Source: an optimization exercise on an open RTL-to-GDS flow (aim: small area, a short achievable clock period and few clock cycles). Production flows keep margins and buffers that such runs may drop. Where RTL was checked, it was by simulation tests only, not by an equivalence proof against the original.

## violet
// geofence
module geofence (clk, reset, X, Y, R, valid, is_inside);
    input clk;
    input reset;
    input [9:0] X;
    input [9:0] Y;
    input [10:0] R;
    output valid;
    output is_inside;
    localparam SORT = 5'd24;
    reg [4:0] cyc;
    reg valid_r;
    reg fb;                  
    reg [1:0] sj;            
    reg [2:0] si;            
    reg [1:0] sph;           
    assign valid = valid_r;
    wire bad;                
    wire sort_done = (cyc == SORT) && (sph == 2'd2) && (sj == 2'd3) && (si == 3'd4);
    reg [4:0] cn;
    reg fbn;
    reg [1:0] sjn, sphn;
    reg [2:0] sin;
    always @(*) begin
        if (cyc == 5'd22)
            cn = (fb || !bad) ? 5'd23 : SORT;
        else if (cyc == 5'd23)
            cn = 5'd0;
        else if (cyc == SORT)
            cn = sort_done ? 5'd7 : SORT;
        else
            cn = cyc + 5'd1;
        fbn = (cyc == 5'd22 && !fb && bad) ? 1'b1 : (cyc == 5'd23) ? 1'b0 : fb;
        sphn = 2'd0; sjn = 2'd0; sin = 3'd0;
        if (cyc == SORT) begin
            sphn = (sph == 2'd2) ? 2'd0 : sph + 2'd1;
            sjn = (sph == 2'd2) ? sj + 2'd1 : sj;
            sin = (sph == 2'd2 && sj == 2'd3) ? si + 3'd1 : si;
        end
    end
    always @(posedge clk or posedge reset) begin
        if (reset) begin
            cyc <= 5'd0;
            valid_r <= 1'b0;
            fb <= 1'b0;
            sj <= 2'd0;
            si <= 3'd0;
            sph <= 2'd0;
        end else begin
            valid_r <= (cyc == 5'd22) && (fb || !bad);
            cyc <= cn;
            fb <= fbn;
            sj <= sjn;
            si <= sin;
            sph <= sphn;
        end
    end
    reg d_load, d_newf, d_cxld, d_area, d_accen, d_accfirst;
  ...
Size: about 6200 cells after synthesis, about 730 flip-flops, ~35 I/O pins, roughly 58000 µm² of cells after synthesis.
make LEC_CHECK=0 CAP_MARGIN=50 CORE_MARGIN=2 CORE_UTILIZATION=35 GPL_ROUTABILITY_DRIVEN=1 PLACE_DENSITY=0.5 SLEW_MARGIN=75 finish   # period 24.0 ns
run.sh (not shown) runs the stock make flow with config.mk's settings and CLKGATE_MAP_FILE= SYNTH_SCRIPT=/design/flow/synth_recipe.tcl, a recipe that flattens the netlist after the stock synthesis.
violet finished every step from synthesis to the final layout, and the layout passed the timing, DRC and antenna checks.
The inputs of zinc differ from those of violet as listed below.
- a change of SLEW_MARGIN from 75 to 90
- a change of CAP_MARGIN from 50 to 80
--- outcome ---
- violet -> zinc: number of gates given a new drive strength after cts delta 0, exact match
- Any difference in simple-gate share of the synthesized area between zinc and violet is small enough to ignore.
- On setup fix buffers added after clock tree synthesis, zinc tracks violet almost exactly.
- Reported for violet and zinc, proportion of synthesized flip-flops having asynchronous set or reset turned out identical to the last digit.
- In the tables for violet and zinc, worst setup slack before clock tree synthesis reads lower with zinc.
- Of violet and zinc, zinc shows the higher estimated wirelength of the detail-placed design, with violet below it.
- ~same synthesized area in violet and zinc
- On post-placement cell area: zinc sits above violet.
- Side by side, number of buffers created by CTS turned out higher in zinc than in violet.
- Buffer levels on the longest clock path across violet and zinc: no real change.
- zinc is listed as incomplete: the tool reported an error in global routing and the run ended there.
No functional check of the RTL was part of any run of this note.


Another version of the RTL of geofence (not shown whole).
Size in the first run: about 6500 cells after synthesis, about 740 flip-flops, about 60000 µm² of cells after synthesis.
Settings: LEC_CHECK=0, CAP_MARGIN=20, CORE_MARGIN=2, CORE_UTILIZATION=35, GPL_ROUTABILITY_DRIVEN=1, PLACE_DENSITY=0.5, SLEW_MARGIN=20; clock period 24.0 ns.
standard.sh (not shown) runs the stock make flow with config.mk's settings and CLKGATE_MAP_FILE= SYNTH_SCRIPT=/design/flow/synth_recipe.tcl, a recipe that flattens the netlist after the stock synthesis.
==> flow/flow/run.sh <==
#!/bin/bash
set -euo pipefail
export SETUP_SLACK_MARGIN=17
bash standard.sh > standard_flow.log 2>&1
The starting point went through all stages and came out clean.
Testbench counts at the start, summed over its fixed seeds: cycles 39,324.
Edit:
==> flow/flow/run.sh (replaced) <==
#!/bin/bash
set -euo pipefail
export SETUP_SLACK_MARGIN=18
bash standard.sh > standard_flow.log 2>&1
--- a/flow/config.mk
+++ b/flow/config.mk
@@ -10 +10 @@
-export CORE_UTILIZATION = 35
+export CORE_UTILIZATION = 45
@@ -12 +12,2 @@
-export PLACE_DENSITY = 0.5
+export GPL_TIMING_DRIVEN = 1
+export PLACE_DENSITY = 0.6
First-iteration DRC count climbs by about 8%.
Via count came out higher by 2.0%.
Flip-flop and latch count is unchanged.
Critical path depth came out lower by 1.
Sequential share of layout area shrinks by 0.17 points.
Edit:
==> flow/flow/run.sh (replaced) <==
#!/bin/bash
set -euo pipefail
export SETUP_SLACK_MARGIN=19
bash standard.sh > standard_flow.log 2>&1
--- a/flow/config.mk
+++ b/flow/config.mk
@@ -10 +10 @@
-export CORE_UTILIZATION = 45
+export CORE_UTILIZATION = 35
@@ -12,2 +12 @@
-export GPL_TIMING_DRIVEN = 1
-export PLACE_DENSITY = 0.6
+export PLACE_DENSITY = 0.5
Outcome: Area after synthesis stays the same. Final area came out higher by 5.8%. Routed wire length increases by 8.2%. Worst setup slack is better by 0.056 ns. Fmax rises by 0.90%. Register-to-register slack improves by 0.06 ns. Synthesized cell count does not change. Core utilization is lower by 9.0 points. Clock skew came out higher by 0.017 ns. Global-route usage is lower by 3.9 points.

## what the ideal ports hide
How much do the figures lean on ideal ports? The routed layouts below were timed once more, with nothing changed but the port constraints.
Step 1 assumes that a clkbuf_16 drives the clock port and a buf_2 every other input.
Step 2 also shifts input and output timing later by t, the mid clock arrival at the registers, as if the neighbouring blocks saw the same clock.
a / b / c = ideal / step 1 / step 2; a / b = the first two.
run | t (ns) | slack for setup (ns) | worst setup path at the end | clock arrival spread, ns | worst register clock-pin slew, ns
violet | 0.779 | 16.816 / 16.816 / 16.172 | input to register | 0.073 / 0.073 | 0.07 / 0.07
the first run of note 2 | 0.776 | 17.363 / 17.363 / 16.936 | input to register | 0.047 / 0.047 | 0.07 / 0.07
the second run of note 2 | 0.779 | 17.660 / 17.660 / 17.367 | input to register | 0.070 / 0.070 | 0.07 / 0.07
the third run of note 2 | 0.788 | 17.716 / 17.716 / 17.716 | register to register | 0.085 / 0.085 | 0.07 / 0.07
After both steps setup and hold are still met in every run listed. The setup slack of violet, which loses most, moves by 0.000 ns with the drivers and by -0.644 ns with both steps.
